Context: an optimization exercise on an open-source flow, tuned for small area. The choices shown serve that exercise and are no tape-out recipe.
In this exercise RTL edits were held to simulation tests only and were not proved equivalent to the original.

==> flow/design.v (excerpt) <==
module convolutional_layer_1 (
  input signed [7:0] in,
  input clk, en,
  output signed [191:0] out
);
Settings: LEC_CHECK=0, CAP_MARGIN=20, CORE_MARGIN=2, CORE_UTILIZATION=55, CTS_BUF_LIST=sky130_fd_sc_hd__clkbuf_16, CTS_CLUSTER_DIAMETER=100, CTS_CLUSTER_SIZE=25, SLEW_MARGIN=20, SYNTH_HIERARCHICAL=1, SYNTH_MINIMUM_KEEP_SIZE=0; clock period 18.0 ns.
standard.sh (not shown) runs the stock make flow with config.mk's settings and CLKGATE_MAP_FILE= SYNTH_SCRIPT=/design/flow/synth_recipe.tcl, a recipe that flattens the netlist after the stock synthesis.
==> flow/flow/run.sh <==
#!/bin/bash
# Standard synthesis, then the standard layout with small port buffers.
set -e
bash standard.sh synth > synth.log 2>&1
bash standard.sh BUFFER_PORTS_ARGS="-buffer_cell sky130_fd_sc_hd__buf_1" finish > layout.log 2>&1
Change:
- CTS_CLUSTER_DIAMETER: 100 -> 60
- CTS_CLUSTER_SIZE: 25 -> 35
Worst setup slack gains 20 ps.
Final area came out higher by 1.7%.
Routed wire length hardly moves.
Count of clock-buffer cells in the layout goes up by 20.
Die area stays the same.
Final cell count came out higher by 1.2%.
Via count came out higher by 0.72%.
Critical path depth is unchanged.
Register-to-register slack is worse by 40 ps.


Starting RTL as in the previous note.
// convolutional_layer_1
module convolutional_layer_1 (
  input signed [7:0] in,
  input clk, en,
  output signed [191:0] out
);
==> flow/config.mk <==
export PLATFORM = sky130hd
export DESIGN_NAME = convolutional_layer_1
export DESIGN_NICKNAME = convolutional_layer_1
export VERILOG_FILES = /design/flow/design.v
export SDC_FILE = /design/flow/constraint.sdc
export NUM_CORES = 8
export LEC_CHECK = 0
export CAP_MARGIN = 20
export CORE_MARGIN = 2
export CORE_UTILIZATION = 55
export CTS_BUF_LIST = sky130_fd_sc_hd__clkbuf_16
export CTS_CLUSTER_DIAMETER = 70
export CTS_CLUSTER_SIZE = 30
export SLEW_MARGIN = 20
export SYNTH_HIERARCHICAL = 1
export SYNTH_MINIMUM_KEEP_SIZE = 0
==> flow/constraint.sdc <==
create_clock -name core_clock -period 18.0 [get_ports {clk}]
set_input_delay 3.6000 -clock core_clock [delete_from_list [all_inputs] [get_ports {clk}]]
set_output_delay 3.6000 -clock core_clock [all_outputs]
set_load 0.01 [all_outputs]
Scripts as last shown in full above: flow/flow/run.sh
The baseline passed the timing, DRC and antenna checks.
Change:
Settings changed: CTS_BUF_LIST sky130_fd_sc_hd__clkbuf_16 to sky130_fd_sc_hd__clkbuf_8, CTS_CLUSTER_DIAMETER 70 to 80, CTS_CLUSTER_SIZE 30 to 16.
The changed run completed with no timing, DRC or antenna violations.
Fmax hardly moves.
Routed wire length is lower by 2.0%.
Clock skew drops by 0.023 ns.
Design area goes down by 1.3%.
Change:
Settings changed: CTS_BUF_LIST sky130_fd_sc_hd__clkbuf_8 to sky130_fd_sc_hd__clkbuf_16, CTS_CLUSTER_DIAMETER 80 to 150, CTS_CLUSTER_SIZE 16 to 25.
Register-to-register slack improves by 0.05 ns.
Wire length rose by about 2%.
Non-clock buffer count went up by 1.
First-iteration DRC count increases by about 10%.
Hold slack gains 0.021 ns.
Change:
==> flow/flow/run.sh (replaced) <==
#!/bin/bash
# Standard synthesis, then the standard layout with small port buffers.
set -e
bash standard.sh synth > synth.log 2>&1
bash standard.sh BUFFER_PORTS_ARGS="-buffer_cell sky130_fd_sc_hd__buf_1" GPL_KEEP_OVERFLOW=0 finish > layout.log 2>&1
Settings changed: CTS_CLUSTER_DIAMETER 150 to 100.
After rerunning: Worst hold slack improved by 0.018 ns; design area is higher by about 0.5%; routed wire length barely changes; sequential cell count does not change; via count is lower by about 0.8%; die area stays the same; first-iteration DRC count is lower by 9.2%; critical path depth does not change; register-to-register slack got worse by 0.08 ns.


run 3:
Another version of the RTL of convolutional_layer_1 (not shown whole).
Size: about 3,600 cells after synthesis, roughly 1,100 flip-flops, roughly 71,000 um2 of cells after synthesis.
Design convolutional_layer_1, start of the top module:
module convolutional_layer_1 (
  input signed [7:0] in,
  input clk, en,
  output signed [191:0] out
);
clock: 18.0 ns
lec_check: 0
cap_margin: 20
core_margin: 2
core_utilization: 55
cts_buf_list: sky130_fd_sc_hd__clkbuf_16
cts_cluster_diameter: 100
cts_cluster_size: 25
slew_margin: 20
synth_hierarchical: 1
synth_minimum_keep_size: 0
==> flow/flow/run.sh <==
#!/bin/bash
# Standard synthesis, then the standard layout with small port buffers.
set -e
bash standard.sh synth > synth.log 2>&1
bash standard.sh BUFFER_PORTS_ARGS="-buffer_cell sky130_fd_sc_hd__buf_1" finish > layout.log 2>&1
[inputs] run 5 vs run 3
==> flow/flow/run.sh <==
#!/bin/bash
# Standard synthesis and layout with small port buffers; after placement the constant
# output ports of each map share one tie cell.
set -e
bash standard.sh synth > synth.log 2>&1
bash standard.sh BUFFER_PORTS_ARGS="-buffer_cell sky130_fd_sc_hd__buf_1" place > place.log 2>&1
ODB=orfs/results/sky130hd/convolutional_layer_1/base/3_place.odb openroad -no_init -exit flow/merge_ties.tcl > merge_ties.log 2>&1
bash standard.sh BUFFER_PORTS_ARGS="-buffer_cell sky130_fd_sc_hd__buf_1" finish > layout.log 2>&1
==> flow/flow/merge_ties.tcl (new file) <==
# Let one tie cell drive all the constant output ports of a map instead of one tie cell each.
read_db $::env(ODB)
set block [[[ord::get_db] getChip] getBlock]
array set keep {}
set removed 0
foreach inst [$block getInsts] {
  if {[[$inst getMaster] getName] ne "sky130_fd_sc_hd__conb_1"} { continue }
  set net "NULL"
  set pin ""
  foreach it [$inst getITerms] {
    set n [$it getNet]
    if {$n ne "NULL" && [[$it getMTerm] getName] in {LO HI}} { set net $n; set pin [[$it getMTerm] getName] }
  }
  if {$net eq "NULL"} { continue }
  set bts [$net getBTerms]
  if {[llength $bts] != 1 || [llength [$net getITerms]] != 1} { continue }
  set name [[lindex $bts 0] getName]
  if {![regexp {^out\[(\d+)\]$} $name -> idx]} { continue }
  set key "$pin[expr {$idx / 32}]"
  if {![info exists keep($key)]} { set keep($key) $net; continue }
  set bt [lindex $bts 0]
  $bt disconnect
  $bt connect $keep($key)
  odb::dbInst_destroy $inst
  odb::dbNet_destroy $net
  incr removed
}
puts "merge_ties: removed $removed tie cells"
write_db $::env(ODB)
## What came out
- Total of fill cells in the finished design (run 5 vs. run 3) increases slightly
- Routed metal-1 wire length grows slightly when moving from run 3 to run 5.
- Compared with run 3, run 5 ends up with less cell area.
- ~same number of enable-type register cells in the synthesized netlist in run 3 and run 5
- Run 5 against run 3: maximum achievable frequency fell 0.30%; number of hold buffers added after CTS about even.
- Run 5 vs run 3 — critical path depth dropped 3.1%.
- For the sequential fraction of total cell area, run 5 came in 0.18 points higher than run 3 did.

-- afterwards: timing with drivers on the ports --
How much do the figures lean on ideal ports? The routed layouts below were timed once more, with nothing changed but the port constraints. Step 1: set_driving_cell puts a clkbuf_16 on clk and a buf_2 on each other input, an assumption about the parent block. Step 2, shift: input delay + t, output delay - t, t = (earliest + latest rising clock arrival at the registers) / 2. This alone moves slack from input paths to output paths. Three values: ideal, step 1, step 2; two values: the first two.
run | t (ns) | setup slack, ns | hold WS [ns] | worst slew at a driven data input, ns | pins driven straight from the clock port
the first run of note 1 | 0.764 | 0.363 / 0.280 / 1.044 | 0.407 / 0.407 / 0.407 | 0.05 | 1
the second run of note 1 | 0.761 | 0.383 / 0.301 / 1.062 | 0.385 / 0.385 / 0.385 | 0.04 | 1
the first run of note 2 | 0.762 | 0.231 / 0.147 / 0.908 | 0.400 / 0.400 / 0.400 | 0.04 | 1
the second run of note 2 | 0.890 | 0.283 / 0.203 / 1.093 | 0.370 / 0.370 / 0.370 | 0.04 | 1
the third run of note 2 | 0.772 | 0.195 / 0.115 / 0.887 | 0.390 / 0.390 / 0.390 | 0.05 | 1
the fourth run of note 2 | 0.791 | 0.190 / 0.107 / 0.898 | 0.409 / 0.409 / 0.409 | 0.04 | 1
run 3 | 0.779 | 0.559 / 0.480 / 1.259 | 0.386 / 0.386 / 0.386 | 0.04 | 1
run 5 | 0.778 | 0.507 / 0.427 / 1.205 | 0.387 / 0.387 / 0.387 | 0.04 | 1
After both steps setup and hold are still met in every run listed.
